From an optimization exercise on the open Yosys and OpenROAD flow, aimed at small area, a short achievable clock period and few clock cycles per item; shortcuts taken in it are not production practice.
RTL that was checked went through simulation tests only; none was proved equivalent to the original.
The RTL of runs 7 to 9 was laid out without a check of its function.
No driver is modelled on the clock port, so clocking that relies on it looks cheaper here than on a real chip.
No activity file was given, so power comes from the tool's default toggle rates.

$ cat flow/flow/run.sh
#!/bin/bash
# The standard layout, except:
#  - synthesis maps the logic with flow/abc_custom.script, a light mapping
#    that keeps the RTL's and-inverter graph, instead of ORFS's
#    abc_speed.script (the rest of the synthesis script is the standard flow's own);
#  - port buffers are buf_1 cells;
#  - the constant outputs share one tie cell;
set -euo pipefail
here=$PWD
# A scripts folder that is ORFS's, with abc_speed.script replaced.
mkdir -p scripts_custom
for f in "$FLOW_HOME"/scripts/*; do ln -sf "$f" scripts_custom/; done
rm -f scripts_custom/abc_speed.script
cp flow/abc_custom.script scripts_custom/abc_speed.script
cat > synth_custom.tcl <<EOT
set ::env(SCRIPTS_DIR) $here/scripts_custom
source $here/synth_recipe.tcl
EOT
bash standard.sh SYNTH_SCRIPT=$here/synth_custom.tcl synth > synth.log 2>&1
bash standard.sh "BUFFER_PORTS_ARGS=-buffer_cell sky130_fd_sc_hd__buf_1" SKIP_REPAIR_TIE_FANOUT=1 POST_CTS_TCL=$here/flow/post_cts.tcl finish > standard.log 2>&1
$ cat flow/design.v
module fastInvSqrt #(
    parameter INT_WIDTH = 12,       
    parameter FRACT_WIDTH = 4        
    )
    (
    input wire clk,
    input wire rst_n,
    input wire [INT_WIDTH+FRACT_WIDTH-1:0] data_in,
    input wire valid_in,
    output reg ready_in,
    output wire [INT_WIDTH+FRACT_WIDTH-1:0] data_out,
    output reg valid_out,
    input wire ready_out
    );
    localparam WORD_WIDTH = INT_WIDTH + FRACT_WIDTH;
    wire [15:0] x = data_in;
    wire [5:0] s;
    wire n23, n24, n25, n26, n27, n28, n29, n30, n31, n32;
    wire n33, n34, n35, n36, n37, n38, n39, n40, n41, n42;
    wire n43, n44, n45, n46, n47, n48, n49, n50, n51, n52;
    wire n53, n54, n55, n56, n57, n58, n59, n60, n61, n62;
    wire n63, n64, n65, n66, n67, n68, n70, n71, n72, n73;
    wire n74, n75, n76, n77, n78, n79, n80, n81, n82, n83;
    wire n84, n85, n86, n87, n88, n89, n90, n91, n92, n93;
    wire n95, n96, n97, n98, n99, n100, n101, n103, n104, n105;
    wire n106, n108, n109, n111, n112;
    assign n23 = ~x[15] & ~x[14];
    assign n24 = ~x[13] & n23;
    assign n25 = ~x[12] & ~x[11];
    assign n26 = ~x[10] & n25;
    assign n27 = ~x[9] & n26;
    assign n28 = x[8] & n27;
    assign n29 = n24 & ~n28;
    assign n30 = ~x[4] & ~x[3];
    assign n31 = ~x[5] & n30;
    assign n32 = ~x[2] & ~x[1];
    assign n33 = n31 & n32;
    assign n34 = ~x[8] & ~x[7];
    assign n35 = ~x[6] & n34;
    assign n36 = n33 & n35;
    assign n37 = n23 & n27;
    assign n38 = n36 & n37;
    assign n39 = ~n29 & ~n38;
    assign n40 = ~x[5] & ~x[2];
    assign n41 = ~n30 & ~n40;
    assign n42 = x[0] & n32;
    assign n43 = ~x[1] & ~n42;
    assign n44 = n30 & ~n43;
    assign n45 = ~x[6] & ~x[5];
    assign n46 = x[1] & x[0];
    assign n47 = n45 & ~n46;
    assign n48 = n44 & n47;
    assign n49 = ~n41 & ~n48;
    assign n50 = x[4] & x[3];
    assign n51 = ~n32 & n50;
    assign n52 = ~n49 & ~n51;
    assign n53 = x[2] & x[1];
    assign n54 = ~n50 & ~n53;
    assign n55 = n49 & ~n54;
    assign n56 = ~x[7] & ~n55;
    assign n57 = ~n52 & n56;
    assign n58 = n31 & ~n53;
    assign n59 = x[6] & ~n58;
    assign n60 = ~x[9] & ~n59;
    assign n61 = ~n57 & n60;
    assign n62 = ~x[13] & n26;
    assign n63 = ~x[7] & x[6];
    assign n64 = x[5] & n63;
    assign n65 = x[9] & ~n34;
    assign n66 = ~n64 & ~n65;
    assign n67 = n62 & n66;
    assign n68 = ~n61 & n67;
    assign s[0] = ~n39 & ~n68;
    assign n70 = x[6] & ~n33;
    assign n71 = ~x[7] & ~n70;
    assign n72 = x[8] & ~n71;
    assign n73 = n24 & n27;
    assign n74 = ~n72 & n73;
    assign n75 = ~n31 & n63;
    assign n76 = x[5] & ~x[2];
    assign n77 = x[1] & ~n76;
    assign n78 = ~x[4] & ~n77;
    assign n79 = x[3] & ~n78;
    assign n80 = ~n34 & ~n58;
    assign n81 = ~x[5] & ~n32;
    assign n82 = x[4] & ~n81;
    assign n83 = ~x[6] & ~n82;
    assign n84 = ~n80 & n83;
    assign n85 = ~n79 & n84;
    assign n86 = ~n75 & ~n85;
    assign n87 = ~x[7] & n58;
    assign n88 = ~n86 & ~n87;
    assign n89 = n74 & ~n88;
    assign n90 = x[10] & x[9];
    assign n91 = ~n36 & n90;
    assign n92 = n24 & n25;
    assign n93 = ~n91 & n92;
    assign s[1] = ~n89 & n93;
    assign n95 = n34 & ~n75;
    assign n96 = ~x[3] & n32;
    assign n97 = ~n44 & n96;
    assign n98 = ~x[4] & x[2];
    assign n99 = n45 & ~n98;
    assign n100 = ~n97 & n99;
    assign n101 = n95 & ~n100;
    assign s[2] = n74 & ~n101;
    assign n103 = n73 & n95;
    assign n104 = x[4] & ~n96;
    assign n105 = n45 & ~n104;
    assign n106 = ~n44 & n105;
    assign s[3] = n103 & ~n106;
    assign n108 = ~n42 & n58;
    assign n109 = n105 & ~n108;
    assign s[4] = n103 & n109;
    assign n111 = ~x[6] & ~n32;
    assign n112 = n58 & n111;
    assign s[5] = n103 & n112;
    reg [5:0] result;    
    wire full_next = valid_in | ~ready_in;   
    always @(posedge clk) begin
        if (!rst_n) begin
            valid_out <= 1'b0;
            ready_in <= 1'b1;
        end else begin
            valid_out <= ready_out & full_next;
            ready_in <= ready_out | ~full_next;
        end
    end
    always @(posedge clk) begin
        if (ready_in) result <= s;
    end
    assign data_out = {{(WORD_WIDTH-7){1'b0}}, result[4] & result[3] & result[2],
                       result[5:1], result[0] ^ result[1]};
endmodule
$ cat flow/standard.sh
#!/bin/bash
# synth_recipe.tcl (not shown) runs the flow's synth.tcl, then flattens the netlist and writes it again
# the make line also repeats each setting of config.mk as NAME=value (left out here)
make -C /OpenROAD-flow-scripts/flow DESIGN_CONFIG=/design/flow/config.mk WORK_HOME=/design/flow/orfs CLKGATE_MAP_FILE= SYNTH_SCRIPT=/design/flow/synth_recipe.tcl "${@:-finish}"
$ cat flow/flow/abc_custom.script
strash
dch
map -B 0.1
topo
stime -c
$ cat flow/flow/sizeopt.tcl
proc so_eval {} {
  estimate_parasitics -placement
  set ends [find_timing_paths -path_delay max -group_path_count $::so_k -endpoint_path_count 1]
  set ws [get_property [lindex $ends 0] slack]
  set sum 0.0
  foreach e $ends { set sum [expr {$sum + [get_property $e slack]}] }
  return [list [expr {[rsz::design_area] * 1e12 * ($::so_period - $ws)}] $sum]
}
proc so_better {a b} {
  lassign $a m1 s1
  lassign $b m2 s2
  if {$m1 < $m2 - 1e-6} { return 1 }
  if {$m1 <= $m2 + 1e-9 && $s1 > $s2 + 1e-6} { return 1 }
  return 0
}
proc so_family {inst} {
  set m [get_name [get_property $inst liberty_cell]]
  if {![regexp {^(sky130_fd_sc_hd__[a-z0-9]+)_(\d+)$} $m -> base drive]} { return {} }
  set out {}
  foreach lc [get_lib_cells ${base}_*] {
    set n [get_name $lc]
    if {[regexp "^${base}_\\d+\$" $n] && $n ne $m} { lappend out $n }
  }
  return $out
}
proc so_skip {inst} {
  set lc [get_property $inst liberty_cell]
  if {$lc eq "" || $lc eq "NULL"} { return 1 }
  return [regexp {df|clkbuf_|conb|tap|fill} [get_name $lc]]
}
proc so_try {inst best} {
  set orig [get_name [get_property $inst liberty_cell]]
  set bestcell $orig
  foreach c [so_family $inst] {
    replace_cell $inst $c
    set v [so_eval]
    if {[so_better $v $best]} { set best $v; set bestcell $c }
  }
  replace_cell $inst $bestcell
  return [list $best [expr {$bestcell ne $orig}] $bestcell]
}
proc size_for_area_period {period {k 8}} {
  set ::so_period $period
  set ::so_k $k
  set best [so_eval]
  puts "sizeopt: start $best"
  for {set pass 0} {$pass < 40} {incr pass} {
    set changed 0
    set insts {}
    foreach e [find_timing_paths -path_delay max -group_path_count $k -endpoint_path_count 1] {
      foreach pt [get_property $e points] {
        if {[catch {set inst [get_cells -of_objects [get_property $pt pin]]}] || $inst eq ""} { continue }
        if {[lsearch -exact $insts [get_name $inst]] < 0} { lappend insts [get_name $inst] }
      }
    }
    foreach name $insts {
      set inst [get_cells $name]
      if {[so_skip $inst]} { continue }
      lassign [so_try $inst $best] best ch cell
      if {$ch} { incr changed; puts "sizeopt: $name -> $cell $best" }
    }
    if {!$changed} { break }
  }
  foreach inst [get_cells *] {
    if {[so_skip $inst]} { continue }
    lassign [so_try $inst $best] best ch cell
    if {$ch} { puts "sizeopt: [get_name $inst] -> $cell $best" }
  }
  puts "sizeopt: end $best"
}
$ cat flow/config.mk
export PLATFORM = sky130hd
export DESIGN_NAME = fastInvSqrt
export DESIGN_NICKNAME = fastInvSqrt
export VERILOG_FILES = /design/flow/design.v
export SDC_FILE = /design/flow/constraint.sdc
export NUM_CORES = 4
export LEC_CHECK = 0
export CAP_MARGIN = 20
export CORE_AREA = 2.5 2.5 61.5 61.5
export DIE_AREA = 0 0 64 64
export SLEW_MARGIN = 20
$ cat flow/constraint.sdc
create_clock -name core_clock -period 12.5 [get_ports {clk}]
set_input_delay 2.5000 -clock core_clock [delete_from_list [all_inputs] [get_ports {clk}]]
set_output_delay 2.5000 -clock core_clock [all_outputs]
set_load 0.01 [all_outputs]
$ cat flow/flow/post_cts.tcl
source [file join [file dirname [info script]] sizeopt.tcl]
size_for_area_period $::env(FLOW_PERIOD_NS)
detailed_placement
check_placement -verbose
==> results of run 1 <==
-- worst max path at each step --
stage / to / slack [ps]
finish: result[1] / 9000
detailed placement: result[1] / 8580
floorplan: result[1] / 8830
global placement: result[1] / 8590
global route: result[1] / 8880
-- synth_stat cells, drive strengths merged --
| master | instances |
|---|---|
| clkinv | 13 |
| o21bai | 3 |
| a2111oi | 1 |
| xor2 | 1 |
| dfxtp | 2 |
| or3 | 1 |
| a21boi | 1 |
| and3 | 1 |
| a21oi | 5 |
| o22ai | 2 |
| o21a | 1 |
| buf | 14 |
| conb | 1 |
| nor2 | 9 |
| nand2 | 14 |
| nor3 | 6 |
| a31oi | 2 |
| edfxtp | 6 |
| a41oi | 1 |
| nand3 | 8 |
| a221oi | 1 |
| a211oi | 1 |
| nor4 | 1 |
| o21ai | 4 |
-- metrics by stage --
stage          setup slack [ps]  instances  hold slack [ps]  area, µm²
2_1_floorplan              8830         99              592        706
3_3_place_gp               8590        159              595        763
3_5_place_dp               8580        159              601        763
5_1_grt                    8880        163              635        796
6_report                   9000        163              601        796
-- sequential cells by signal (all words and copies together) (netlist names) --
signal	flops
result	6
ready_in	1
valid_out	1
-- cell families (layout without fill, tap and decap cells) --
logic type,after synthesis,count (layout),share of synthesized area (%)
other cells,1,1,0.531
buf+inv,27,45,21.8
simple gates,40,40,25.2
flops,8,8,31.2
xor+xnor,1,1,1.24
compound gates,22,22,20.0
-- power groups by stage --
stage	Sequential, mW	Combinational (mW)	Clock [mW]
3_3_place_gp	0.0311	0.0149	0
2_1_floorplan	0.0311	0.0118	0
5_1_grt	0.0307	0.0174	0.0240
3_5_place_dp	0.0312	0.0149	0
6_report	0.0306	0.0152	0.0202
-- routing by layer --
metal | global-route usage (%) | vias to the layer above
met5 | 0 | -
met2 | 15.4 | 19
met1 | 7.42 | 331
met4 | 3.26 | 0
li1 | - | 365
met3 | 1.23 | 0
-- layout make-up --
type                            instances  area (µm²)  area share, %
Multi-Input combinational cell         64         337           42.3
Sequential cell                         8         220           27.7
Timing Repair Buffer                   28         106           13.4
Tap cell                               46        57.6           7.23
Inverter                               13        48.8           6.13
Clock buffer                            4        26.3           3.30
-- critical path, stage by stage --
cell and delay [ps]:
buf_1 120, nor2_2 220, clkinv_1 130, nor2_1 180, o21ai_1 80, a21boi_1 150
a21oi_1 90
-- cells in the final DEF (no fill, tap or decap), types with 2 or more instances in the layout --
master	Yosys	layout
o21bai_1	3	3
o21ai_0	4	3
nand3_1	8	8
buf_1	0	27
dfxtp_1	2	2
nor3_1	6	6
o22ai_1	2	2
nor2_2	0	3
clkinv_1	13	13
nand2_1	14	14
nor2_1	9	6
a21oi_1	5	5
clkbuf_4	0	3
edfxtp_1	6	6
a31oi_1	2	2
==> flow_summary.toml, run 1 <==
[route]
top_layer = "met3"
drtIter0Drc = 26
drt-met1-wl_um = 551
routed_wl_um = 1500
dr.pass1.iters = 4
routedWlPerCell_um = 9.23
ant_nets = 0
dr_wl_met3_um = 110
num_vias = 715
drcViolationCount = 0
wl_met2_um = 843
viasPerCell = 4.39

[setup_path]
cp_max_fo = 5
endpoint_kind = "flop"
critical_path.startpoint = "data_in[1]"
ff2ff_setup_slack_ps = 11510
arrival_ps = 3490
cp-start-kind = "primary input"
rr_endpoint = "valid_out"
worstPathRequired_ps = 12490
path_class = "primary input to flop"
r2r_cells = 5
reg2reg_from = "ready_in"

[power]
seqPwrFrac_pct = 46.3
switching_share_pct = 28.8
p_total_mw = 0.0660
power_density_mw_per_mm2 = 82.9
p_int_mw = 0.0470
power_switching_mw = 0.0190
p_leak_nw = 0.274
p_clk_share_pct = 30.6
peakVddDrop_mv = 0.0162
power_frac_comb_pct = 23.0

[grt]
grt_pass1_wl_um = 2540
grt_pass1_vias = 660
grt-ovfl-total = 0
antenna_found_initial = 0
grt_max_degree = 10
grt_usage_pct = 7.61

[final_layout]
antenna_cells = 0
fillCellCount = 388
post_route_cells_drive_above_1_share_pct = 5.98
utilization_pct = 23.8
fin_nets = 138
synthToLayoutAreaGrowth_pct = 12.8

[floorplan]
core_area_mm2 = 0.00334
die_area_mm2 = 0.00410
rows = 21
die_h_um = 64
num_io_pins = 38
die_x_um = 64
initial_core_util_pct = 21.1

[place]
routabilityCongestion = 0.880
io_buffers = 28
place_hpwl_um = 1300

[timing]
slew_violations = 0
clock_skew_ps = 2.18
final_hold_viol_count = 0
report.final.setup_viol = 0
rsz0062_at_grt = "false"
fin_crit_sh_pct = 28.0
period_minus_slack_ps = 3500
max_freq_mhz = 286
fin_tns_setup_ps = 0

[yosys]
ys_types = 24
yosysWarnings = 1
syn_nets = 119
synthTopCellsByArea = "edfxtp_1, buf_4, nand2_1"
yosysTopAreaCell = "edfxtp_1"
netlist_area_um2 = 706
netlist.area_leader.share_pct = 25.5
syn_inst = 99
yosys_register_bits = 8
syn_area_per_cell_um2 = 7.13
ys_seq_area_share_pct = 31.2

[clock_tree]
cts_sinks = 8
cts_tree = "built"
clk_pin_slew_worst_paths_ps = 50
clock_latency_ps = 240

[min_path]
min_from = "ready_in"
hold_class = "flop to flop"
hold_depth = 0
holdPathEnd = "result[2]"

[job]
max_cap_violations = 0

[status]
outcome = "complete, no violations"
Testbench counts, summed over its fixed seeds: cycles 1,028, items 1,024.
==> run 2: changes to the inputs <==
==> flow/flow/abc_custom.script (replaced) <==
strash
dch
map -B 0.15
topo
stime -c
==> flow_summary.toml, run 2 <==
[yosys]
ys_top_cells_by_count = "clkinv_1, nand2_1, buf_4"
synth-adder-area-share_pct = 0
synth-simple-area-share_pct = 27.9
synth-edff-count = 6
async_reset_ff_share_pct = 0
syn_inst = 103
synth_mux_area_share_pct = 0
netlist.area_leader.share_pct = 25.3
netlist_area_um2 = 712
synthTopCellsByArea = "edfxtp_1, buf_4, clkinv_1"
syn_nets = 123
synthFlopType = "edfxtp_1"
ys_types = 22
ys_seq_area_share_pct = 30.9
syn_area_per_cell_um2 = 6.91
synth_top_family_by_area = "simple AND/OR/NAND/NOR gates"
yosysTopAreaCell = "edfxtp_1"
synth_xor_area_share_pct = 1.23
synth-compound-area-share_pct = 16.7
yosysWarnings = 1
yosys_register_bits = 8

[setup_path]
cp_max_fo = 4
r2r_cells = 5
worstPathRequired_ps = 12490
cp-start-kind = "primary input"
arrival_ps = 3590
endpoint_kind = "flop"
endpoint = "result[0]"
rr_endpoint = "valid_out"
path_class = "primary input to flop"
reg2reg_from = "ready_in"
critical_path.startpoint = "data_in[7]"
ff2ff_setup_slack_ps = 11520

[grt]
grt_pass1_wl_um = 2560
grt-ovfl-total = 0
grt_pass1_vias = 642
antenna_found_initial = 0
grt_usage_pct = 7.69
grt_max_degree = 10

[floorplan]
die_x_um = 64
rows = 21
initial_core_util_pct = 21.3
die_h_um = 64
die_area_mm2 = 0.00410
num_io_pins = 38
core_area_mm2 = 0.00334

[final_layout]
largest_reg_flops = 6
fin_nets = 142
fillCellCount = 387
largest_register = "result"
antenna_cells = 0
final_common_cell = "buf_1"
final_cell_mix = "buf_1, clkinv_1, nand2_1"
synthToLayoutAreaGrowth_pct = 11.4
largestRegisters = "result (6), ready_in (1), valid_out (1)"
post_route_cells_drive_above_1_share_pct = 3.31

[job]
max_cap_violations = 0

[route]
ant_nets = 0
dr.pass1.iters = 4
routedWlPerCell_um = 9.05
num_vias = 721
drcViolationCount = 0
drtIter0Drc = 11
routed_wl_um = 1510
viasPerCell = 4.32

[timing]
finalHoldWorstSlack_ps = 600
report.final.setup_viol = 0
slew_violations = 0
rsz0062_at_grt = "false"
clock_skew_ps = 3.58
max_freq_mhz = 277
worst_slack_ps = 8900
fin_crit_sh_pct = 28.8
fin_tns_setup_ps = 0
period_minus_slack_ps = 3600
final_hold_viol_count = 0

[place]
io_buffers = 28
dpl_worst_slack_ps = 8670
place_hpwl_um = 1330
routabilityCongestion = 0.860

[clock_tree]
clk_pin_slew_worst_paths_ps = 60
cts_sinks = 8
cts_tree = "built"
clock_latency_ps = 250

[power]
p_leak_nw = 0.272
power_density_mw_per_mm2 = 83.7
peakVddDrop_mv = 0.0201

[status]
outcome = "complete, no violations"

[min_path]
hold_class = "flop to flop"
run 2: kinds of logic (layout without fill, tap and decap cells):
| group | after synthesis | count (layout) |
|---|---|---|
| buffers and inverters | 29 | 47 |
| AND/OR/NAND/NOR | 44 | 44 |
| flip-flops | 8 | 8 |
| AO/OA/AOI/OAI | 20 | 20 |
| other | 1 | 1 |
| XOR/XNOR | 1 | 1 |
run 2: final cells by class:
class                           instances  area [µm²]  share of cell area [%]
Multi-Input combinational cell         66         328                    41.3
Sequential cell                         8         220                    27.8
Timing Repair Buffer                   28         105                    13.2
Tap cell                               46        57.6                    7.26
Inverter                               15        56.3                    7.10
Clock buffer                            4        26.3                    3.31
run 2: where the power goes:
group,internal [mW],switching [mW]
logic,0.00487,0.0100
clock network,0.0122,0.00871
registers,0.0297,0.000802
total,0.0468,0.0195
run 2: worst min path at each step:
stage                  start        end  slack [ps]  cells after the start
finish              ready_in  result[4]         600                      0
global placement    ready_in  result[1]         600                      0
detailed placement  ready_in  result[0]         600                      0
floorplan           ready_in  result[0]         590                      0
global route        ready_in  result[5]         630                      0
run 2: per-stage QoR:
stage,instance area [µm²],utilization (%),instances,power [mW]
global route,793,23.8,167,0.0706
detailed placement,769,23.1,163,0.0460
floorplan,712,-,103,0.0427
finish,793,23.8,167,0.0664
global placement,769,23.1,163,0.0461
run 2: per-layer routing:
layer / track usage (%) / share of wire [%] / up-vias
li1: - / - / 374
met1: 8.08 / 40 / 325
met2: 13.9 / 52 / 20
met3: 1.41 / 7.1 / 2
met4: 4.89 / 1.3 / 0
met5: 0 / 0 / -
run 2: worst max-delay path, cell delays in order:
cell and delay [ps]:
buf_1 120, nor2_1 260, clkinv_1 160, a2111oi_0 430
a21oi_1 120
==> run 3: changes to the inputs <==
==> flow/flow/abc_custom.script (replaced) <==
strash
dch -f
map
topo
stime -c
==> flow_summary.toml, run 3 <==
[route]
routed_wl_um = 1560
ant_nets = 0
dr.pass1.iters = 4
drtIter0Drc = 13
viasPerCell = 4.37
drcViolationCount = 0
routedWlPerCell_um = 9.47
num_vias = 721

[setup_path]
max_stage_delay_ps = 420
arrival_ps = 3570
r2r_cells = 3
cp_max_fo = 4
path_class = "primary input to flop"
cp_slowest_cell = "a2111oi_0"
cp-start-kind = "primary input"
cp_cell_sequence = "buf_1 -> nor2_1 -> clkinv_1 -> a2111oi_0 -> a21oi_1"
worstPathRequired_ps = 12480
endpoint_kind = "flop"

[min_path]
hold_class = "flop to flop"
hold_depth = 0

[yosys]
ys_types = 21
synthTopCellsByArea = "edfxtp_1, buf_4, nand2_1"
netlist.area_leader.share_pct = 25.8
syn_nets = 121
synth-edff-count = 6
netlist_area_um2 = 698
yosysWarnings = 1
yosysTopAreaCell = "edfxtp_1"
syn_inst = 101
yosysMostFrequentCell = "nand2_1"
ys_seq_area_share_pct = 31.5
async_reset_ff_share_pct = 0
ys_top_cells_by_count = "nand2_1, buf_4, nor2_1"
synthFlopType = "edfxtp_1"
syn_area_per_cell_um2 = 6.91
yosys_register_bits = 8

[place]
routabilityCongestion = 0.950
place_area_um2 = 756
place_hpwl_um = 1330
io_buffers = 28

[floorplan]
rows = 21
num_io_pins = 38
die_area_mm2 = 0.00410
initial_core_util_pct = 20.9
core_area_mm2 = 0.00334
die_x_um = 64
die_h_um = 64

[final_layout]
final_common_cell = "buf_1"
utilization_pct = 23.4
final_cell_mix = "buf_1, nand2_1, nor2_1"
fin_nets = 140
largest_reg_flops = 6
postLayoutCellArea_um2 = 782
post_route_cells_drive_above_1_share_pct = 3.36
largest_register = "result"
largestRegisters = "result (6), ready_in (1), valid_out (1)"
antenna_cells = 0
synthToLayoutAreaGrowth_pct = 12.0

[grt]
grt_pass1_wl_um = 2860
grt-ovfl-total = 0
grt_busiest_layer = "met2"
use_met1_pct = 9.47
antenna_found_initial = 0
grt_pass1_vias = 667
use_met2_pct = 15.8
grt_usage_pct = 8.50
use_met3_pct = 1.06
grt_max_degree = 10

[timing]
report.final.setup_viol = 0
finalHoldWorstSlack_ps = 598
max_freq_mhz = 279
fin_crit_sh_pct = 28.7
rsz0062_at_grt = "false"
final_hold_viol_count = 0
period_minus_slack_ps = 3590
clock_skew_ps = 3.15
slew_violations = 0
fin_tns_setup_ps = 0

[clock_tree]
clk_pin_slew_worst_paths_ps = 50
clock_latency_ps = 250
cts_tree = "built"
cts_sinks = 8

[status]
outcome = "complete, no violations"

[job]
max_cap_violations = 0

[power]
peakVddDrop_mv = 0.0148
p_total_mw = 0.0661
power_density_mw_per_mm2 = 84.5
p_leak_nw = 0.270
run 3: changes by cell type after synthesis, moves of 3 or more:
cell,delta
nor3_1,-5
nor2_1,+4
clkinv_1,-4
nand3_1,+3
run 3: cell type report:
class | count | area (µm²)
clock buffer | 4 | 26.3
fill | 390 | 2550
inverter | 11 | 41.3
multi-input combinational | 68 | 332
sequential | 8 | 220
tap | 46 | 57.6
timing repair buffer | 28 | 105
run 3: per-stage QoR:
| stage | setup slack (ps) | cells |
|---|---|---|
| finish | 8910 | 165 |
| global route | 8710 | 165 |
| detailed placement | 8660 | 161 |
| global placement | 8600 | 161 |
| floorplan | 8980 | 101 |
run 3: critical path: cells and delay by family:
| kind | cells | cell delay [ps] |
|---|---|---|
| compound gates | 2 | 550 |
| buf+inv | 2 | 270 |
| simple gates | 1 | 250 |
run 3: cells by family after synthesis:
| group | after synthesis | share of synthesized area [%] |
|---|---|---|
| compound gates | 22 | 18.8 |
| simple gates | 44 | 26.9 |
| flops | 8 | 31.5 |
| xor+xnor | 1 | 1.25 |
| buf+inv | 25 | 21.0 |
| other cells | 1 | 0.537 |
run 3: worst paths after layout:
check / start / to / slack (ps)
hold reg to reg: ready_in / result[4] / 600
setup reg to reg: ready_in / valid_out / 11600
setup / recovery: data_in[7] / result[0] / 8910
hold / removal: ready_in / result[4] / 600
run 3: power breakdown:
group / internal [mW] / switching (mW) / leakage [nW] / total (mW)
clock: 0.0122 / 0.00831 / 0.0150 / 0.0205
combinational: 0.00484 / 0.0102 / 0.169 / 0.0150
sequential: 0.0298 / 0.000826 / 0.0859 / 0.0306
run 3: per-layer routing:
metal / routed length (µm) / share of wire (%) / up-vias
met2: 838 / 54 / 16
met5: 0 / 0 / -
li1: - / - / 367
met1: 618 / 40 / 336
met4: 8 / 0.51 / 0
met3: 96 / 6.1 / 2
==> run 4: changes to the inputs <==
==> flow/flow/abc_custom.script (replaced) <==
strash
map
topo
stime -c
==> flow_summary.toml, run 4 <==
[power]
p_total_mw = 0.0658
power_density_mw_per_mm2 = 81.7
peakVddDrop_mv = 0.0165
p_leak_nw = 0.286

[floorplan]
die_h_um = 64
die_area_mm2 = 0.00410
num_io_pins = 38
rows = 21
initial_core_util_pct = 21.4
die_x_um = 64
core_area_mm2 = 0.00334

[grt]
grt_pass1_vias = 648
grt_usage_pct = 8.03
grt-ovfl-total = 0
antenna_found_initial = 0
grt_pass1_wl_um = 2640
grt_max_degree = 10

[setup_path]
arrival_ps = 3610
ff2ff_setup_slack_ps = 11540
max_stage_delay_ps = 280
cp-start-kind = "primary input"
path_class = "primary input to flop"
cp_cell_sequence = "buf_2 -> nor2_1 -> clkinv_1 -> a32oi_1 -> o21bai_1 -> a21oi_1"
cp_max_fo = 6
worst-path-buf-inv = 2
endpoint_kind = "flop"
crit_family = "compound AO/OA/AOI/OAI gates"
cp_slowest_cell = "nor2_1"
worstPathRequired_ps = 12600

[timing]
final_hold_viol_count = 0
rsz0062_at_grt = "false"
period_minus_slack_ps = 3510
fin_crit_sh_pct = 28.1
finalHoldWorstSlack_ps = 598
max_freq_mhz = 285
slew_violations = 0
clock_skew_ps = 3.03
fin_tns_setup_ps = 0
report.final.setup_viol = 0

[yosys]
yosysMostFrequentCell = "nand2_1"
yosys_register_bits = 8
synthFlopType = "edfxtp_1"
ys_seq_area_share_pct = 30.8
yosysTopAreaCell = "edfxtp_1"
synthTopCellsByArea = "edfxtp_1, buf_4, nand2_1"
async_reset_ff_share_pct = 0
syn_inst = 101
netlist.area_leader.share_pct = 25.2
yosysWarnings = 1
synth-edff-count = 6
netlist_area_um2 = 716
ys_top_cells_by_count = "nand2_1, buf_4, clkinv_1"
syn_area_per_cell_um2 = 7.09
syn_nets = 121
ys_types = 25

[final_layout]
post_route_cells_drive_above_1_share_pct = 5.88
final_cell_mix = "buf_1, nand2_1, clkinv_1"
antenna_cells = 0
seqCellArea_um2 = 220
synthToLayoutAreaGrowth_pct = 12.6
multi_input_area_um2 = 349
fin_nets = 140
fillCellCount = 391
postLayoutCellArea_um2 = 806
largest_register = "result"
utilization_pct = 24.1
largest_reg_flops = 6
largestRegisters = "result (6), ready_in (1), valid_out (1)"
final_common_cell = "buf_1"

[route]
routedWlPerCell_um = 9.64
drcViolationCount = 0
ant_nets = 0
drtIter0Drc = 12
routed_wl_um = 1590
num_vias = 699
dr.pass1.iters = 4
viasPerCell = 4.24

[clock_tree]
cts_sinks = 8
clk_pin_slew_worst_paths_ps = 50
clock_latency_ps = 240
cts_tree = "built"

[place]
routabilityCongestion = 0.871
place_hpwl_um = 1360
place_area_um2 = 773
io_buffers = 28

[min_path]
hold_class = "flop to flop"

[job]
max_cap_violations = 0

[status]
outcome = "complete, no violations"
==> run 4: worst paths after layout <==
check	start	to	cells after the start
max reg2reg	ready_in	valid_out	2
max	data_in[1]	result[0]	6
min reg2reg	ready_in	result[5]	0
min	ready_in	result[5]	0
==> run 4: stage by stage <==
stage          instances  setup WS, ps
2_1_floorplan        101          8970
6_report             165          8990
3_3_place_gp         161          8670
3_5_place_dp         161          8670
5_1_grt              165          8800
==> run 4: metal layers <==
layer,track usage [%],wire [µm]
met3,1.58,124
met1,9.07,659
met4,5.98,42
met2,13.3,765
met5,0,0
==> run 4: where the power goes <==
| part | switching (mW) | internal, mW | leakage, nW |
|---|---|---|---|
| Clock | 0.00768 | 0.0121 | 0.0150 |
| Combinational | 0.0103 | 0.00505 | 0.185 |
| Sequential | 0.000808 | 0.0298 | 0.0859 |
| Total | 0.0188 | 0.0470 | 0.286 |
==> run 4: kinds of logic (layout without fill, tap and decap cells) <==
group / count (synthesis) / in the layout / synth area share, %
compound gates: 27 / 27 / 23.8
flops: 8 / 8 / 30.8
simple gates: 38 / 38 / 22.7
xor+xnor: 1 / 1 / 1.22
other cells: 1 / 1 / 0.524
buf+inv: 26 / 44 / 21.0
==> run 4: layout make-up <==
type	count	share of cell area [%]
Multi-Input combinational cell	67	43.3
Timing Repair Buffer	28	13.4
Tap cell	46	7.14
Inverter	12	5.59
Clock buffer	4	3.26
Sequential cell	8	27.3
==> run 5: changes to the inputs <==
==> flow/flow/abc_custom.script (replaced) <==
strash
dch
map
topo
stime -c
==> flow_summary.toml, run 5 <==
[clock_tree]
cts_sinks = 8
cts_tree = "built"
clk_pin_slew_worst_paths_ps = 50
clock_latency_ps = 250

[final_layout]
post_route_cells_drive_above_1_share_pct = 5.83
instances_no_fill = 166
postLayoutCellArea_um2 = 792
largestRegisters = "result (6), ready_in (1), valid_out (1)"
final_common_cell = "buf_1"
utilization_pct = 23.7
fillCellCount = 386
fin_nets = 141
largest_reg_flops = 6
final_cell_mix = "buf_1, nand2_1, clkinv_1"
synthToLayoutAreaGrowth_pct = 12.6
largest_register = "result"
antenna_cells = 0

[timing]
final_hold_viol_count = 0
worst_slack_ps = 9010
max_freq_mhz = 286
slew_violations = 0
fin_tns_setup_ps = 0
report.final.setup_viol = 0
rsz0062_at_grt = "false"
fin_crit_sh_pct = 27.9
period_minus_slack_ps = 3490
clock_skew_ps = 0.849

[job]
max_cap_violations = 0

[floorplan]
die_x_um = 64
die_h_um = 64
die_area_mm2 = 0.00410
core_area_mm2 = 0.00334
initial_core_util_pct = 21.1
num_io_pins = 38
rows = 21

[route]
ant_nets = 0
num_vias = 745
drcViolationCount = 0
routed_wl_um = 1600
drtIter0Drc = 24
viasPerCell = 4.49
routedWlPerCell_um = 9.64
dr.pass1.iters = 4

[yosys]
ys_seq_area_share_pct = 31.3
netlist.area_leader.share_pct = 25.6
yosysMostFrequentCell = "nand2_1"
synthFlopType = "edfxtp_1"
yosysWarnings = 1
syn_area_per_cell_um2 = 6.89
async_reset_ff_share_pct = 0
ys_types = 21
netlist_area_um2 = 703
syn_nets = 122
syn_inst = 102
yosys_register_bits = 8
synth-edff-count = 6
ys_top_cells_by_count = "nand2_1, buf_4, clkinv_1, nor2_1, nand3_1"
synthTopCellsByArea = "edfxtp_1, buf_4, nand2_1"
yosysTopAreaCell = "edfxtp_1"

[status]
outcome = "complete, no violations"

[grt]
antenna_found_initial = 0
grt_pass1_wl_um = 2690
grt-ovfl-total = 0
grt_max_degree = 10
grt_pass1_vias = 693
grt_usage_pct = 7.98

[setup_path]
arrival_ps = 3580
worstPathRequired_ps = 12590
endpoint_kind = "flop"
critical_path.startpoint = "data_in[2]"
ff2ff_setup_slack_ps = 11510
rr_endpoint = "valid_out"
r2r_cells = 5
cp-start-kind = "primary input"
reg2reg_from = "ready_in"
path_class = "primary input to flop"
endpoint = "result[1]"
cp_max_fo = 5

[power]
power_density_mw_per_mm2 = 84.1
p_leak_nw = 0.278
peakVddDrop_mv = 0.0158

[min_path]
hold_depth = 0
min_from = "ready_in"
hold_class = "flop to flop"

[place]
place_area_um2 = 761
place_hpwl_um = 1350
routabilityCongestion = 0.919
dp_cells = 162
io_buffers = 28
dpl_worst_slack_ps = 8620
## run 5: routing by layer
| layer | wire [µm] | vias to the layer above | GRT usage (%) |
|---|---|---|---|
| li1 | - | 373 | - |
| met1 | 592 | 333 | 8.49 |
| met2 | 850 | 37 | 15.2 |
| met3 | 153 | 2 | 1.23 |
| met4 | 6 | 0 | 3.53 |
| met5 | 0 | - | 0 |
## run 5: kinds of logic (layout without fill, tap and decap cells)
kind of cell	Yosys count	in the layout	synth area share (%)
simple gates	43	43	26.3
buf+inv	27	45	21.9
compound gates	22	22	18.7
flops	8	8	31.3
other cells	1	1	0.533
xor+xnor	1	1	1.25
## run 5: worst max-delay path, cell delays in order
cell and delay (ps):
buf_1 140, nor2_2 200, clkinv_1 150, nor2_1 160, nand3_1 120, nand3_1 90
nand3_1 70, a21oi_1 160
## run 5: worst min path at each step
stage	to	slack [ps]
after global placement	result[2]	600
after floorplan	result[0]	590
after detailed placement	result[2]	600
final	result[5]	600
after global routing	result[1]	640
## run 5: area by class of cell
cell class | count | area (µm²) | share of cell area, %
Multi-Input combinational cell | 67 | 332 | 41.9
Sequential cell | 8 | 220 | 27.8
Timing Repair Buffer | 28 | 108 | 13.6
Tap cell | 46 | 57.6 | 7.27
Inverter | 13 | 48.8 | 6.16
Clock buffer | 4 | 26.3 | 3.32
## run 5: report_power, final
| group | leakage (nW) | internal, mW | switching [mW] |
|---|---|---|---|
| clock | 0.0150 | 0.0122 | 0.00836 |
| sequential | 0.0859 | 0.0298 | 0.000818 |
| combinational | 0.177 | 0.00506 | 0.0104 |
## run 5: stage by stage
step                power, mW  hold slack, ps
detailed placement     0.0460             601
global placement       0.0462             596
floorplan              0.0428             592
global route           0.0713             635
finish                 0.0666             602
==> run 6: changes to the inputs <==
--- a/flow/flow/sizeopt.tcl
+++ b/flow/flow/sizeopt.tcl
@@ -28,3 +28,3 @@
   if {$lc eq "" || $lc eq "NULL"} { return 1 }
-  return [regexp {df|clkbuf_|conb|tap|fill} [get_name $lc]]
+  return [regexp {clkbuf_|clkinv|conb|tap|fill} [get_name $lc]]
 }
==> flow_summary.toml, run 6 <==
[status]
outcome = "complete, no violations"

[route]
num_vias = 745
dr.pass1.iters = 4
ant_nets = 0
routed_wl_um = 1600
drtIter0Drc = 24
routedWlPerCell_um = 9.64
viasPerCell = 4.49
drcViolationCount = 0

[final_layout]
post_route_cells_drive_above_1_share_pct = 5.83
seqCellArea_um2 = 220
final_cell_mix = "buf_1, nand2_1, clkinv_1"
synthToLayoutAreaGrowth_pct = 12.6
final_common_cell = "buf_1"
postLayoutCellArea_um2 = 792
largest_register = "result"
fin_nets = 141
instances_no_fill = 166
largestRegisters = "result (6), ready_in (1), valid_out (1)"
antenna_cells = 0
largest_reg_flops = 6
fillCellCount = 386
multi_input_area_um2 = 332

[grt]
grt_pass1_wl_um = 2690
antenna_found_initial = 0
use_met2_pct = 15.2
grt_pass1_vias = 693
use_met3_pct = 1.23
grt-ovfl-total = 0
grt_usage_pct = 7.98
grt_busiest_layer = "met2"
grt_max_degree = 10
use_met1_pct = 8.49

[timing]
final_hold_viol_count = 0
max_freq_mhz = 286
fin_tns_setup_ps = 0
clock_skew_ps = 0.849
period_minus_slack_ps = 3490
fin_crit_sh_pct = 27.9
rsz0062_at_grt = "false"
report.final.setup_viol = 0
finalHoldWorstSlack_ps = 602
slew_violations = 0

[min_path]
min_from = "ready_in"
hold_class = "flop to flop"

[yosys]
yosys_register_bits = 8
syn_nets = 122
syn_area_per_cell_um2 = 6.89
synthFlopType = "edfxtp_1"
yosysWarnings = 1
netlist_area_um2 = 703
ys_top_cells_by_count = "nand2_1, buf_4, clkinv_1, nor2_1, nand3_1"
ys_types = 21
netlist.area_leader.share_pct = 25.6
yosysTopAreaCell = "edfxtp_1"
yosysMostFrequentCell = "nand2_1"
syn_inst = 102
synth-edff-count = 6
ys_seq_area_share_pct = 31.3
synthTopCellsByArea = "edfxtp_1, buf_4, nand2_1"
async_reset_ff_share_pct = 0

[floorplan]
core_area_mm2 = 0.00334
rows = 21
die_x_um = 64
die_h_um = 64
initial_core_util_pct = 21.1
die_area_mm2 = 0.00410
num_io_pins = 38

[setup_path]
cp-start-kind = "primary input"
cp_max_fo = 5
critical_path.startpoint = "data_in[2]"
arrival_ps = 3580
path_class = "primary input to flop"
endpoint_kind = "flop"
worstPathRequired_ps = 12590
reg2reg_from = "ready_in"

[place]
io_buffers = 28
routabilityCongestion = 0.919
dp_cells = 162
place_area_um2 = 761
place_hpwl_um = 1350

[power]
power_switching_mw = 0.0196
p_clk_share_pct = 30.9
power_density_mw_per_mm2 = 84.1
p_int_mw = 0.0470
p_leak_nw = 0.278
peakVddDrop_mv = 0.0158
power_frac_comb_pct = 23.2
p_total_mw = 0.0666
seqPwrFrac_pct = 45.9
switching_share_pct = 29.4

[clock_tree]
cts_sinks = 8
clk_pin_slew_worst_paths_ps = 50
clock_latency_ps = 250
cts_tree = "built"

[job]
max_cap_violations = 0
[run 6: cell counts in the layout (fill, tap and decap cells not counted)]
No cell type changed its count.
[run 6: critical path, cell delays in order]
cell	delay [ps]
buf_1	140
nor2_2	200
clkinv_1	150
nor2_1	160
nand3_1	120
nand3_1	90
nand3_1	70
a21oi_1	160
[run 6: metrics by stage]
stage	util, %	setup slack, ps
floorplan	-	8980
finish	23.7	9010
global placement	22.8	8610
detailed placement	22.8	8620
global route	23.7	8850
[run 6: path summary, 6_finish.rpt]
kind,slack (ps),end,cells past startpoint
worst min register to register,600,result[5],0
worst max-delay path,9010,result[1],8
worst max register to register,11510,valid_out,5
worst min-delay path,600,result[5],0
[run 6: cell families after synthesis]
| kind of cell | share of synthesized area [%] |
|---|---|
| and+or+nand+nor | 26.3 |
| buffers and inverters | 21.9 |
| AOI/OAI and AO/OA | 18.7 |
| DFF | 31.3 |
| other | 0.533 |
| xor gates and xnor gates | 1.25 |
[run 6: power groups by stage]
stage / sequential (mW) / clock, mW / combinational [mW]
final: 0.0306 / 0.0205 / 0.0155
after floorplan: 0.0311 / 0 / 0.0117
after global placement: 0.0311 / 0 / 0.0151
after detailed placement: 0.0312 / 0 / 0.0149
after global routing: 0.0308 / 0.0230 / 0.0174
[run 6: area by class of cell]
class,instances,area share (%)
clock buffers,4,3.32
inverters,13,6.16
multi-input cells,67,41.9
flip-flops and latches,8,27.8
well taps,46,7.27
repair buffers,28,13.6
[run 6: per-layer routing]
metal	vias to the layer above	share of wire (%)
met4	0	0.37
met1	333	37
li1	373	-
met3	2	9.6
met2	37	53
met5	-	0
==> run 7: changes to the inputs <==
==> flow/design.v (replaced) <==
module fastInvSqrt #(
    parameter INT_WIDTH = 12,       
    parameter FRACT_WIDTH = 4        
    )
    (
    input wire clk,
    input wire rst_n,
    input wire [INT_WIDTH+FRACT_WIDTH-1:0] data_in,
    input wire valid_in,
    output reg ready_in,
    output wire [INT_WIDTH+FRACT_WIDTH-1:0] data_out,
    output reg valid_out,
    input wire ready_out
    );
    localparam WORD_WIDTH = INT_WIDTH + FRACT_WIDTH;
    wire [15:0] x = data_in;
    wire [5:0] s;
    wire n23, n24, n25, n26, n27, n28, n29, n30, n31, n32;
    wire n33, n34, n35, n36, n37, n38, n39, n40, n41, n42;
    wire n43, n44, n45, n46, n47, n48, n49, n50, n51, n52;
    wire n53, n54, n55, n56, n57, n58, n59, n60, n61, n62;
    wire n63, n64, n65, n66, n67, n68, n69, n71, n72, n73;
    wire n74, n75, n76, n77, n78, n79, n80, n81, n82, n83;
    wire n84, n85, n86, n87, n88, n89, n90, n91, n92, n94;
    wire n95, n96, n97, n98, n99, n101, n102, n103, n104, n105;
    wire n106, n107, n109, n110, n112;
    assign n23 = ~x[15] & ~x[14];
    assign n24 = ~x[13] & n23;
    assign n25 = ~x[12] & ~x[11];
    assign n26 = ~x[10] & n25;
    assign n27 = ~x[9] & n26;
    assign n28 = x[8] & n27;
    assign n29 = n24 & ~n28;
    assign n30 = ~x[4] & ~x[3];
    assign n31 = x[2] & x[1];
    assign n32 = n30 & ~n31;
    assign n33 = ~x[5] & n32;
    assign n34 = ~x[2] & ~x[1];
    assign n35 = n33 & n34;
    assign n36 = ~x[8] & ~x[7];
    assign n37 = ~x[6] & n36;
    assign n38 = n35 & n37;
    assign n39 = n23 & n27;
    assign n40 = n38 & n39;
    assign n41 = ~n29 & ~n40;
    assign n42 = ~x[3] & n34;
    assign n43 = ~x[5] & ~x[2];
    assign n44 = ~x[5] & x[4];
    assign n45 = ~n43 & ~n44;
    assign n46 = ~n42 & ~n45;
    assign n47 = x[0] & n35;
    assign n48 = ~n46 & ~n47;
    assign n49 = n32 & n48;
    assign n50 = x[4] & x[3];
    assign n51 = ~n34 & ~n43;
    assign n52 = n50 & n51;
    assign n53 = ~x[9] & ~n52;
    assign n54 = ~n49 & n53;
    assign n55 = n37 & ~n54;
    assign n56 = ~x[5] & n36;
    assign n57 = x[7] & ~n33;
    assign n58 = ~x[9] & n57;
    assign n59 = ~n56 & ~n58;
    assign n60 = n36 & ~n50;
    assign n61 = x[1] & x[0];
    assign n62 = n30 & ~n61;
    assign n63 = ~x[2] & ~n62;
    assign n64 = n60 & n63;
    assign n65 = ~x[6] & ~n64;
    assign n66 = ~n59 & ~n65;
    assign n67 = ~n55 & ~n66;
    assign n68 = ~x[13] & n26;
    assign n69 = ~n67 & n68;
    assign s[0] = ~n41 & ~n69;
    assign n71 = x[6] & ~n35;
    assign n72 = ~x[7] & ~n71;
    assign n73 = x[6] & n30;
    assign n74 = ~n57 & ~n73;
    assign n75 = ~x[8] & ~n74;
    assign n76 = ~n72 & ~n75;
    assign n77 = x[5] & ~x[2];
    assign n78 = x[3] & x[1];
    assign n79 = ~n77 & n78;
    assign n80 = x[6] & ~x[5];
    assign n81 = n60 & ~n80;
    assign n82 = ~n79 & n81;
    assign n83 = ~x[5] & ~n34;
    assign n84 = x[4] & ~n83;
    assign n85 = ~n33 & ~n84;
    assign n86 = n82 & n85;
    assign n87 = n27 & ~n86;
    assign n88 = ~n76 & n87;
    assign n89 = x[10] & x[9];
    assign n90 = ~n38 & n89;
    assign n91 = n24 & n25;
    assign n92 = ~n90 & n91;
    assign s[1] = ~n88 & n92;
    assign n94 = x[8] & ~n72;
    assign n95 = n37 & n48;
    assign n96 = n56 & n73;
    assign n97 = n24 & n27;
    assign n98 = ~n96 & n97;
    assign n99 = ~n95 & n98;
    assign s[2] = ~n94 & n99;
    assign n101 = ~x[4] & x[3];
    assign n102 = n46 & ~n101;
    assign n103 = ~x[5] & ~n102;
    assign n104 = n30 & ~n49;
    assign n105 = n103 & ~n104;
    assign n106 = n37 & ~n105;
    assign n107 = ~n96 & ~n106;
    assign s[3] = n97 & ~n107;
    assign n109 = n37 & n97;
    assign n110 = n103 & n109;
    assign s[4] = n54 & n110;
    assign n112 = n33 & ~n34;
    assign s[5] = n109 & n112;
    reg [5:0] result;    
    wire full_next = valid_in | ~ready_in;   
    always @(posedge clk) begin
        if (!rst_n) begin
            valid_out <= 1'b0;
            ready_in <= 1'b1;
        end else begin
            valid_out <= ready_out & full_next;
            ready_in <= ready_out | ~full_next;
        end
    end
    always @(posedge clk) begin
        if (ready_in) result <= s;
    end
    assign data_out = {{(WORD_WIDTH-7){1'b0}}, result[4] & result[3] & result[2],
                       result[5:1], result[0] ^ result[1]};
endmodule
==> flow/flow/abc_custom.script (replaced) <==
strash
dch
map -B 0.3
topo
stime -c
--- a/flow/flow/sizeopt.tcl
+++ b/flow/flow/sizeopt.tcl
@@ -28,3 +28,3 @@
   if {$lc eq "" || $lc eq "NULL"} { return 1 }
-  return [regexp {clkbuf_|clkinv|conb|tap|fill} [get_name $lc]]
+  return [regexp {df|clkbuf_|conb|tap|fill} [get_name $lc]]
 }
==> flow_summary.toml, run 7 <==
[floorplan]
num_io_pins = 38
rows = 21
die_area_mm2 = 0.00410
die_h_um = 64
core_area_mm2 = 0.00334
die_x_um = 64
initial_core_util_pct = 21.4

[setup_path]
crit_family = "simple AND/OR/NAND/NOR gates"
cp_cell_sequence = "buf_2 -> nor2_2 -> nand4_1 -> o211ai_2 -> nand2_1 -> nor3b_1"
path_class = "primary input to flop"
arrival_ps = 3640
cp_max_fo = 5
endpoint_kind = "flop"
max_stage_delay_ps = 260
cp-start-kind = "primary input"
worstPathRequired_ps = 12560
worst-path-buf-inv = 1
cp_slowest_cell = "nor3b_1"

[yosys]
syn_nets = 122
synth_top_family_by_area = "simple AND/OR/NAND/NOR gates"
netlist.area_leader.share_pct = 25.3
syn_inst = 102
synthTopCellsByArea = "edfxtp_1, buf_4, nand2_1"
ys_top_cells_by_count = "nand2_1, clkinv_1, buf_4"
yosysMostFrequentCell = "nand2_1"
synth-compound-area-share_pct = 20.4
synth-adder-area-share_pct = 0
synth_mux_area_share_pct = 0
syn_area_per_cell_um2 = 6.99
ys_seq_area_share_pct = 30.9
netlist_area_um2 = 713
synth-edff-count = 6
async_reset_ff_share_pct = 0
synth_xor_area_share_pct = 1.23
yosysWarnings = 1
yosys_register_bits = 8
ys_types = 22
yosysTopAreaCell = "edfxtp_1"
synth-simple-area-share_pct = 23.9
synthFlopType = "edfxtp_1"

[place]
place_area_um2 = 771
routabilityCongestion = 0.854
place_hpwl_um = 1390
io_buffers = 28

[min_path]
hold_class = "flop to flop"

[final_layout]
seqCellArea_um2 = 220
antenna_cells = 0
final_common_cell = "buf_1"
fin_nets = 141
multi_input_area_um2 = 334
largest_register = "result"
postLayoutCellArea_um2 = 806
final_cell_mix = "buf_1, nand2_1, clkinv_1"
post_route_cells_drive_above_1_share_pct = 5.83
fillCellCount = 390
largest_reg_flops = 6
synthToLayoutAreaGrowth_pct = 13.0
largestRegisters = "result (6), ready_in (1), valid_out (1)"

[status]
outcome = "complete, no violations"

[grt]
grt-ovfl-total = 0
grt_max_degree = 10
grt_pass1_wl_um = 2660
grt_usage_pct = 8.36
antenna_found_initial = 0
grt_pass1_vias = 647

[clock_tree]
clock_latency_ps = 250
cts_sinks = 8
cts_tree = "built"
clk_pin_slew_worst_paths_ps = 60

[power]
p_leak_nw = 0.282
power_density_mw_per_mm2 = 82.2
peakVddDrop_mv = 0.0192

[route]
num_vias = 726
drtIter0Drc = 15
routed_wl_um = 1620
routedWlPerCell_um = 9.78
ant_nets = 0
viasPerCell = 4.37
drcViolationCount = 0
dr.pass1.iters = 4

[timing]
period_minus_slack_ps = 3580
report.final.setup_viol = 0
clock_skew_ps = 8.55
rsz0062_at_grt = "false"
fin_crit_sh_pct = 28.7
final_hold_viol_count = 0
fin_tns_setup_ps = 0
slew_violations = 0
max_freq_mhz = 279

[job]
max_cap_violations = 0
[run 7: area by class of cell]
cell class                      count  share of cell area (%)
Clock buffer                        4                    3.26
Multi-Input combinational cell     64                    41.5
Timing Repair Buffer               28                    13.4
Sequential cell                     8                    27.3
Tap cell                           46                    7.14
Inverter                           16                    7.45
[run 7: cell families (layout without fill, tap and decap cells)]
group	after synthesis	in the layout
AO/OA/AOI/OAI	24	24
XOR/XNOR	1	1
buffers and inverters	30	48
flip-flops	8	8
other	1	1
AND/OR/NAND/NOR	38	38
[run 7: metrics by stage]
stage	hold WS, ps	utilization (%)	instances	power, mW	setup slack, ps
finish	595	24.1	166	0.0662	8920
global route	629	24.1	166	0.0704	8800
detailed placement	603	23.1	162	0.0459	8560
global placement	605	23.1	162	0.0459	8590
floorplan	592	-	102	0.0428	8990
[run 7: worst paths after layout]
path               endpoint  slack (ps)  depth (start not counted)        from
setup / recovery  result[4]        8920                          6  data_in[4]
hold / removal    result[3]         600                          0    ready_in
setup reg to reg  valid_out       11500                          5    ready_in
hold reg to reg   result[3]         600                          0    ready_in
[run 7: where the power goes]
part	internal (mW)	switching [mW]	leakage [nW]
Sequential	0.0298	0.000833	0.0859
Combinational	0.00500	0.0103	0.181
Clock	0.0122	0.00819	0.0150
Total	0.0469	0.0193	0.282
[run 7: layer usage]
| metal | GRT usage (%) | up-vias | share of wire [%] |
|---|---|---|---|
| li1 | - | 376 | - |
| met1 | 10.2 | 327 | 44 |
| met2 | 13.8 | 21 | 48 |
| met3 | 1.76 | 2 | 7.8 |
| met4 | 4.08 | 0 | 0.68 |
| met5 | 0 | - | 0 |
==> run 8: changes to the inputs <==
==> flow/flow/abc_custom.script (replaced) <==
strash
dch
map
topo
stime -c
==> flow_summary.toml, run 8 <==
[status]
outcome = "complete, no violations"

[floorplan]
die_x_um = 64
die_area_mm2 = 0.00410
core_area_mm2 = 0.00334
die_h_um = 64
rows = 21
num_io_pins = 38
initial_core_util_pct = 21.0

[final_layout]
largestRegisters = "result (6), ready_in (1), valid_out (1)"
synthToLayoutAreaGrowth_pct = 12.2
final_common_cell = "buf_1"
largest_register = "result"
post_route_cells_drive_above_1_share_pct = 4.35
antenna_cells = 0
final_cell_mix = "buf_1, clkinv_1, nand2_1"
largest_reg_flops = 6
fin_nets = 136

[grt]
grt_usage_pct = 8.14
grt_pass1_vias = 630
grt_pass1_wl_um = 2620
antenna_found_initial = 0
grt_max_degree = 10
grt-ovfl-total = 0

[timing]
fin_crit_sh_pct = 29.5
report.final.setup_viol = 0
clock_skew_ps = 2.06
worst_slack_ps = 8810
max_freq_mhz = 271
final_hold_viol_count = 0
max_slew_margin_pct = 65.2
slew_violations = 0
period_minus_slack_ps = 3690
rsz0062_at_grt = "false"
fin_tns_setup_ps = 0
worst_slew_pin_slew_ps = 517
finalHoldWorstSlack_ps = 598

[power]
switching_share_pct = 29.4
power_density_mw_per_mm2 = 84.7
power_frac_comb_pct = 22.5
p_int_mw = 0.0469
seqPwrFrac_pct = 46.0
p_total_mw = 0.0664
power_switching_mw = 0.0195
peakVddDrop_mv = 0.0190
p_clk_share_pct = 31.5
p_leak_nw = 0.261

[yosys]
ys_types = 23
netlist.area_leader.share_pct = 25.8
ys_seq_area_share_pct = 31.5
synthTopCellsByArea = "edfxtp_1, buf_4, clkinv_1"
yosysWarnings = 1
synthFlopType = "edfxtp_1"
yosys_register_bits = 8
netlist_area_um2 = 699
async_reset_ff_share_pct = 0
yosysTopAreaCell = "edfxtp_1"
syn_nets = 117
yosysMostFrequentCell = "buf_4"
syn_inst = 97
syn_area_per_cell_um2 = 7.21
synth-edff-count = 6
ys_top_cells_by_count = "buf_4, clkinv_1, nand2_1"

[setup_path]
r2r_cells = 5
reg2reg_from = "ready_in"
cp_max_fo = 6
endpoint = "result[1]"
cp-start-kind = "primary input"
ff2ff_setup_slack_ps = 11530
endpoint_kind = "flop"
arrival_ps = 3670
rr_endpoint = "valid_out"
worstPathRequired_ps = 12480
path_class = "primary input to flop"
critical_path.startpoint = "data_in[4]"

[place]
place_hpwl_um = 1330
io_buffers = 28
routabilityCongestion = 0.855
dpl_worst_slack_ps = 8540

[clock_tree]
cts_tree = "built"
cts_sinks = 8
clk_pin_slew_worst_paths_ps = 60
clock_latency_ps = 250

[job]
max_cap_violations = 0

[min_path]
hold_class = "flop to flop"

[route]
routedWlPerCell_um = 9.48
routed_wl_um = 1530
num_vias = 705
ant_nets = 0
drtIter0Drc = 30
drcViolationCount = 0
dr.pass1.iters = 4
viasPerCell = 4.38
## run 8: changes by cell type after synthesis, moves of 2 or more
cell	previous run	this run
nor3_1	4	6
o21ai_0	7	5
a211oi_1	0	2
o211ai_1	5	1
clkinv_1	16	12
nor2_1	6	9
nand2_1	19	12
a31oi_1	3	6
## run 8: critical path, cell delays in order
cell and delay (ps):
buf_2 130, nor2_1 190, nand3_1 200, nor3_1 340, o21bai_1 130, o21ai_1 100
a31oi_1 90
## run 8: power groups by stage
stage | clock (mW) | sequential, mW | combinational, mW
final | 0.0209 | 0.0305 | 0.0149
after global routing | 0.0227 | 0.0308 | 0.0169
after detailed placement | 0 | 0.0311 | 0.0146
after global placement | 0 | 0.0311 | 0.0147
after floorplan | 0 | 0.0311 | 0.0113
## run 8: worst min-delay path by stage
stage | start | endpoint | slack [ps] | depth (start not counted)
floorplan | ready_in | result[0] | 590 | 0
global placement | ready_in | result[5] | 600 | 0
detailed placement | ready_in | result[3] | 600 | 0
global route | ready_in | result[5] | 640 | 0
finish | ready_in | result[4] | 600 | 0
## run 8: final cells by class
type / count / area [µm²]
Multi-Input combinational cell: 63 / 329
Tap cell: 46 / 57.6
Sequential cell: 8 / 220
Clock buffer: 4 / 26.3
Fill cell: 390 / 2550
Timing Repair Buffer: 28 / 106
Inverter: 12 / 45.0
## run 8: cells by family (layout without fill, tap and decap cells)
family | after synthesis | count (layout) | share of synthesized area (%)
compound gates | 24 | 24 | 20.6
xor+xnor | 1 | 1 | 1.25
buf+inv | 26 | 44 | 21.5
flops | 8 | 8 | 31.5
other cells | 1 | 1 | 0.536
simple gates | 37 | 37 | 24.7
## run 8: stage by stage
| step | utilization, % | instance area, µm² | instances |
|---|---|---|---|
| 6_report | 23.5 | 785 | 161 |
| 5_1_grt | 23.5 | 785 | 161 |
| 3_5_place_dp | 22.7 | 757 | 157 |
| 3_3_place_gp | 22.7 | 757 | 157 |
| 2_1_floorplan | - | 699 | 97 |
## run 8: routing by layer
layer  GRT usage (%)  share of wire (%)
met5               0                  0
met4            4.89               0.66
met3            1.23                8.4
met2            12.6                 44
met1            10.6                 47
==> run 9: changes to the inputs <==
==> flow/design.v (replaced) <==
module fastInvSqrt #(
    parameter INT_WIDTH = 12,       
    parameter FRACT_WIDTH = 4        
    )
    (
    input wire clk,
    input wire rst_n,
    input wire [INT_WIDTH+FRACT_WIDTH-1:0] data_in,
    input wire valid_in,
    output reg ready_in,
    output wire [INT_WIDTH+FRACT_WIDTH-1:0] data_out,
    output reg valid_out,
    input wire ready_out
    );
    localparam WORD_WIDTH = INT_WIDTH + FRACT_WIDTH;
    wire [15:0] x = data_in;
    wire [5:0] s;
    wire n23, n24, n25, n26, n27, n28, n29, n30, n31, n32;
    wire n33, n34, n35, n36, n37, n38, n39, n40, n41, n42;
    wire n43, n44, n45, n46, n47, n48, n49, n50, n51, n52;
    wire n53, n54, n55, n56, n57, n58, n59, n60, n61, n62;
    wire n63, n64, n66, n67, n68, n69, n70, n71, n72, n73;
    wire n74, n75, n76, n77, n78, n79, n80, n81, n82, n83;
    wire n84, n85, n86, n87, n88, n89, n90, n92, n93, n94;
    wire n95, n96, n97, n99, n100, n101, n102, n103, n104, n106;
    wire n107, n108, n109, n111;
    assign n23 = ~x[12] & ~x[11];
    assign n24 = ~x[10] & n23;
    assign n25 = x[2] & x[1];
    assign n26 = ~x[4] & ~x[3];
    assign n27 = ~n25 & n26;
    assign n28 = ~x[5] & n27;
    assign n29 = ~x[7] & n28;
    assign n30 = x[7] & ~n28;
    assign n31 = ~n29 & ~n30;
    assign n32 = x[6] & ~n31;
    assign n33 = ~x[8] & ~n32;
    assign n34 = ~x[9] & ~n33;
    assign n35 = ~x[5] & ~x[2];
    assign n36 = x[4] & x[3];
    assign n37 = x[1] & x[0];
    assign n38 = n26 & ~n37;
    assign n39 = ~n36 & ~n38;
    assign n40 = n35 & ~n39;
    assign n41 = ~x[2] & ~x[1];
    assign n42 = n36 & ~n41;
    assign n43 = ~n27 & ~n35;
    assign n44 = ~n42 & n43;
    assign n45 = ~n40 & ~n44;
    assign n46 = ~x[1] & ~x[0];
    assign n47 = n26 & n46;
    assign n48 = ~x[6] & ~n47;
    assign n49 = ~x[9] & n48;
    assign n50 = ~n45 & n49;
    assign n51 = ~x[8] & ~x[7];
    assign n52 = x[6] & x[5];
    assign n53 = ~x[13] & ~n52;
    assign n54 = n51 & n53;
    assign n55 = ~n50 & n54;
    assign n56 = ~n34 & ~n55;
    assign n57 = n24 & ~n56;
    assign n58 = ~x[15] & ~x[14];
    assign n59 = ~x[13] & n58;
    assign n60 = n29 & n41;
    assign n61 = ~x[9] & n58;
    assign n62 = n24 & n61;
    assign n63 = n60 & n62;
    assign n64 = ~n59 & ~n63;
    assign s[0] = ~n57 & ~n64;
    assign n66 = ~x[5] & n26;
    assign n67 = ~x[8] & ~x[5];
    assign n68 = ~x[3] & ~n41;
    assign n69 = n67 & n68;
    assign n70 = ~x[6] & ~n69;
    assign n71 = ~n66 & ~n70;
    assign n72 = x[5] & ~x[2];
    assign n73 = x[3] & x[1];
    assign n74 = ~n72 & n73;
    assign n75 = ~x[8] & ~x[6];
    assign n76 = ~x[4] & n75;
    assign n77 = ~n74 & n76;
    assign n78 = ~n71 & ~n77;
    assign n79 = n31 & ~n78;
    assign n80 = ~x[13] & n62;
    assign n81 = ~x[7] & ~x[6];
    assign n82 = x[8] & ~n81;
    assign n83 = ~n60 & n82;
    assign n84 = n80 & ~n83;
    assign n85 = ~n79 & n84;
    assign n86 = n60 & n75;
    assign n87 = x[10] & x[9];
    assign n88 = ~n86 & n87;
    assign n89 = n23 & n59;
    assign n90 = ~n88 & n89;
    assign s[1] = ~n85 & n90;
    assign n92 = ~x[4] & ~x[2];
    assign n93 = ~n36 & ~n92;
    assign n94 = ~x[5] & ~n93;
    assign n95 = n48 & n94;
    assign n96 = n51 & ~n95;
    assign n97 = ~n71 & n96;
    assign s[2] = n84 & ~n97;
    assign n99 = x[3] & x[2];
    assign n100 = ~x[3] & ~n25;
    assign n101 = ~x[4] & ~n100;
    assign n102 = ~n99 & n101;
    assign n103 = n67 & n81;
    assign n104 = ~n102 & n103;
    assign s[3] = n84 & ~n104;
    assign n106 = n80 & n103;
    assign n107 = ~x[3] & n41;
    assign n108 = ~n47 & n107;
    assign n109 = ~n101 & ~n108;
    assign s[4] = n106 & ~n109;
    assign n111 = n27 & ~n41;
    assign s[5] = n106 & n111;
    reg [5:0] result;    
    wire full_next = valid_in | ~ready_in;   
    always @(posedge clk) begin
        if (!rst_n) begin
            valid_out <= 1'b0;
            ready_in <= 1'b1;
        end else begin
            valid_out <= ready_out & full_next;
            ready_in <= ready_out | ~full_next;
        end
    end
    always @(posedge clk) begin
        if (ready_in) result <= s;
    end
    assign data_out = {{(WORD_WIDTH-7){1'b0}}, result[4] & ~result[3] & result[2],
                       result[5:4], result[3] ^ result[2], result[2:1], result[0] ^ result[1]};
endmodule
==> flow/flow/abc_custom.script (replaced) <==
strash
dch
map -B 0.3
topo
stime -c
==> flow_summary.toml, run 9 <==
[job]
max_cap_violations = 0

[yosys]
syn_area_per_cell_um2 = 6.98
yosys_register_bits = 8
synthTopCellsByArea = "edfxtp_1, buf_4, nor2_1"
netlist_area_um2 = 712
yosysWarnings = 1
ys_types = 22
synth-edff-count = 6
yosysTopAreaCell = "edfxtp_1"
syn_nets = 123
ys_seq_area_share_pct = 30.9
netlist.area_leader.share_pct = 25.3
syn_inst = 102
async_reset_ff_share_pct = 0
ys_top_cells_by_count = "nor2_1, clkinv_1, buf_4, nand2_1"
synthFlopType = "edfxtp_1"
yosysMostFrequentCell = "nor2_1"

[final_layout]
post_route_cells_drive_above_1_share_pct = 4.13
largest_register = "result"
largest_reg_flops = 6
final_cell_mix = "buf_1, nor2_1, clkinv_1"
antenna_cells = 0
fin_nets = 143
largestRegisters = "result (6), ready_in (1), valid_out (1)"
final_common_cell = "buf_1"
synthToLayoutAreaGrowth_pct = 13.0

[power]
peakVddDrop_mv = 0.0163
p_clk_share_pct = 31.4
seqPwrFrac_pct = 45.8
p_leak_nw = 0.280
p_int_mw = 0.0471
p_total_mw = 0.0670
power_switching_mw = 0.0200
power_density_mw_per_mm2 = 83.3
power_frac_comb_pct = 22.8
switching_share_pct = 29.8

[setup_path]
cp_max_fo = 7
arrival_ps = 3750
critical_path.startpoint = "data_in[2]"
worstPathRequired_ps = 12590
cp_slowest_cell = "ha_1"
path_class = "primary input to flop"
reg2reg_from = "ready_in"
cp_cell_sequence = "buf_1 -> nand2_1 -> nand2_1 -> clkinv_1 -> ha_1 -> clkinv_1 -> a21oi_1 -> o22ai_1 -> a21oi_1"
endpoint_kind = "flop"
max_stage_delay_ps = 270
cp-start-kind = "primary input"

[route]
routed_wl_um = 1560
num_vias = 699
drtIter0Drc = 21
routedWlPerCell_um = 9.32
drt-met1-wl_um = 695
dr_wl_met3_um = 161
drcViolationCount = 0
dr.pass1.iters = 4
wl_met2_um = 677
viasPerCell = 4.19
ant_nets = 0
top_layer = "met4"

[clock_tree]
cts_sinks = 8
clock_latency_ps = 260
cts_tree = "built"
clk_pin_slew_worst_paths_ps = 60

[grt]
grt-ovfl-total = 0
grt_usage_pct = 8.62
grt_max_degree = 10
antenna_found_initial = 0
grt_pass1_wl_um = 2770
grt_pass1_vias = 667

[min_path]
hold_class = "flop to flop"
min_from = "ready_in"

[timing]
period_minus_slack_ps = 3660
fin_crit_sh_pct = 29.3
final_hold_viol_count = 0
rsz0062_at_grt = "false"
clock_skew_ps = 5.45
slew_violations = 0
max_freq_mhz = 273
fin_tns_setup_ps = 0
report.final.setup_viol = 0

[floorplan]
initial_core_util_pct = 21.3
die_area_mm2 = 0.00410
die_x_um = 64
rows = 21
core_area_mm2 = 0.00334
num_io_pins = 38
die_h_um = 64

[place]
io_buffers = 28
routabilityCongestion = 0.823
place_hpwl_um = 1350

[status]
outcome = "complete, no violations"
==> run 9: cell count changes in the layout (fill, tap and decap cells not counted), moves of 2 or more <==
cell      before  now
a211oi_1       2    0
o21ai_1        3    0
nand3_1        3    5
clkinv_1      12   14
nor2_1         8   16
a31oi_1        6    3
o21ai_0        2    5
nor4_1         2    0
==> run 9: critical path: cells and delay by family <==
kind	cells	cell delay (ps)
simple gates	2	230
compound gates	3	400
buf+inv	3	350
fa+ha+maj	1	270
==> run 9: power groups by stage <==
stage | Sequential (mW) | Combinational (mW) | Clock, mW
2_1_floorplan | 0.0312 | 0.0114 | 0
6_report | 0.0307 | 0.0153 | 0.0211
5_1_grt | 0.0310 | 0.0177 | 0.0238
3_3_place_gp | 0.0313 | 0.0153 | 0
3_5_place_dp | 0.0313 | 0.0152 | 0
==> run 9: cell type report <==
type | instances | area, µm²
fill | 393 | 2530
timing repair buffer | 28 | 106
clock buffer | 4 | 26.3
tap | 46 | 57.6
sequential | 8 | 220
multi-input combinational | 67 | 342
inverter | 14 | 52.6
==> run 9: routing by layer <==
metal  global-route usage, %  vias to the layer above
li1                        -                      371
met1                    10.5                      296
met2                    12.9                       28
met3                    2.82                        4
met4                    5.71                        0
met5                       0                        -
==> run 9: cells by family after synthesis <==
kind of cell / after synthesis / synth area share, %
buffers and inverters: 27 / 21.1
adders and majority gates: 1 / 1.76
and+or+nand+nor: 44 / 26.9
other: 1 / 0.527
DFF: 8 / 30.9
xor gates and xnor gates: 2 / 2.46
AOI/OAI and AO/OA: 19 / 16.3
==> run 9: stage by stage <==
stage	setup slack (ps)	instances	cell area [µm²]	util [%]	hold slack, ps
5_1_grt	8660	167	805	24.1	649
3_3_place_gp	8600	163	777	23.3	609
3_5_place_dp	8580	163	777	23.3	611
2_1_floorplan	8850	102	712	-	592
6_report	8840	167	805	24.1	610
==> run 9: path summary, 6_finish.rpt <==
| check | to | depth (start not counted) | slack, ps |
|---|---|---|---|
| max | result[0] | 9 | 8840 |
| max reg2reg | valid_out | 5 | 11490 |
| min | result[2] | 0 | 610 |
| min reg2reg | result[2] | 0 | 610 |

-- what the ideal ports hide --
Ports are ideal in the flow. The routed layouts listed here were re-timed in OpenROAD. Step 1, drivers: a clkbuf_16 drives clk and a buf_2 each remaining input, both assumed. Step 2, shift: input delay + t, output delay - t, t = (earliest + latest rising clock arrival at the registers) / 2. This alone moves slack from input paths to output paths. Slacks: no drivers / after step 1 / after step 2; pairs: no drivers / after step 1.
run	t, ns	setup slack, ns
run 1	0.259	9.001 / 8.995 / 8.736
run 2	0.264	8.896 / 8.893 / 8.629
run 3	0.265	8.913 / 8.900 / 8.635
run 4	0.262	8.990 / 8.990 / 8.729
run 5	0.264	9.008 / 9.005 / 8.741
run 6	0.264	9.008 / 9.005 / 8.741
run 7	0.266	8.916 / 8.917 / 8.651
run 8	0.268	8.808 / 8.808 / 8.540
run 9	0.269	8.842 / 8.828 / 8.559
After both steps setup and hold are still met in every run listed.
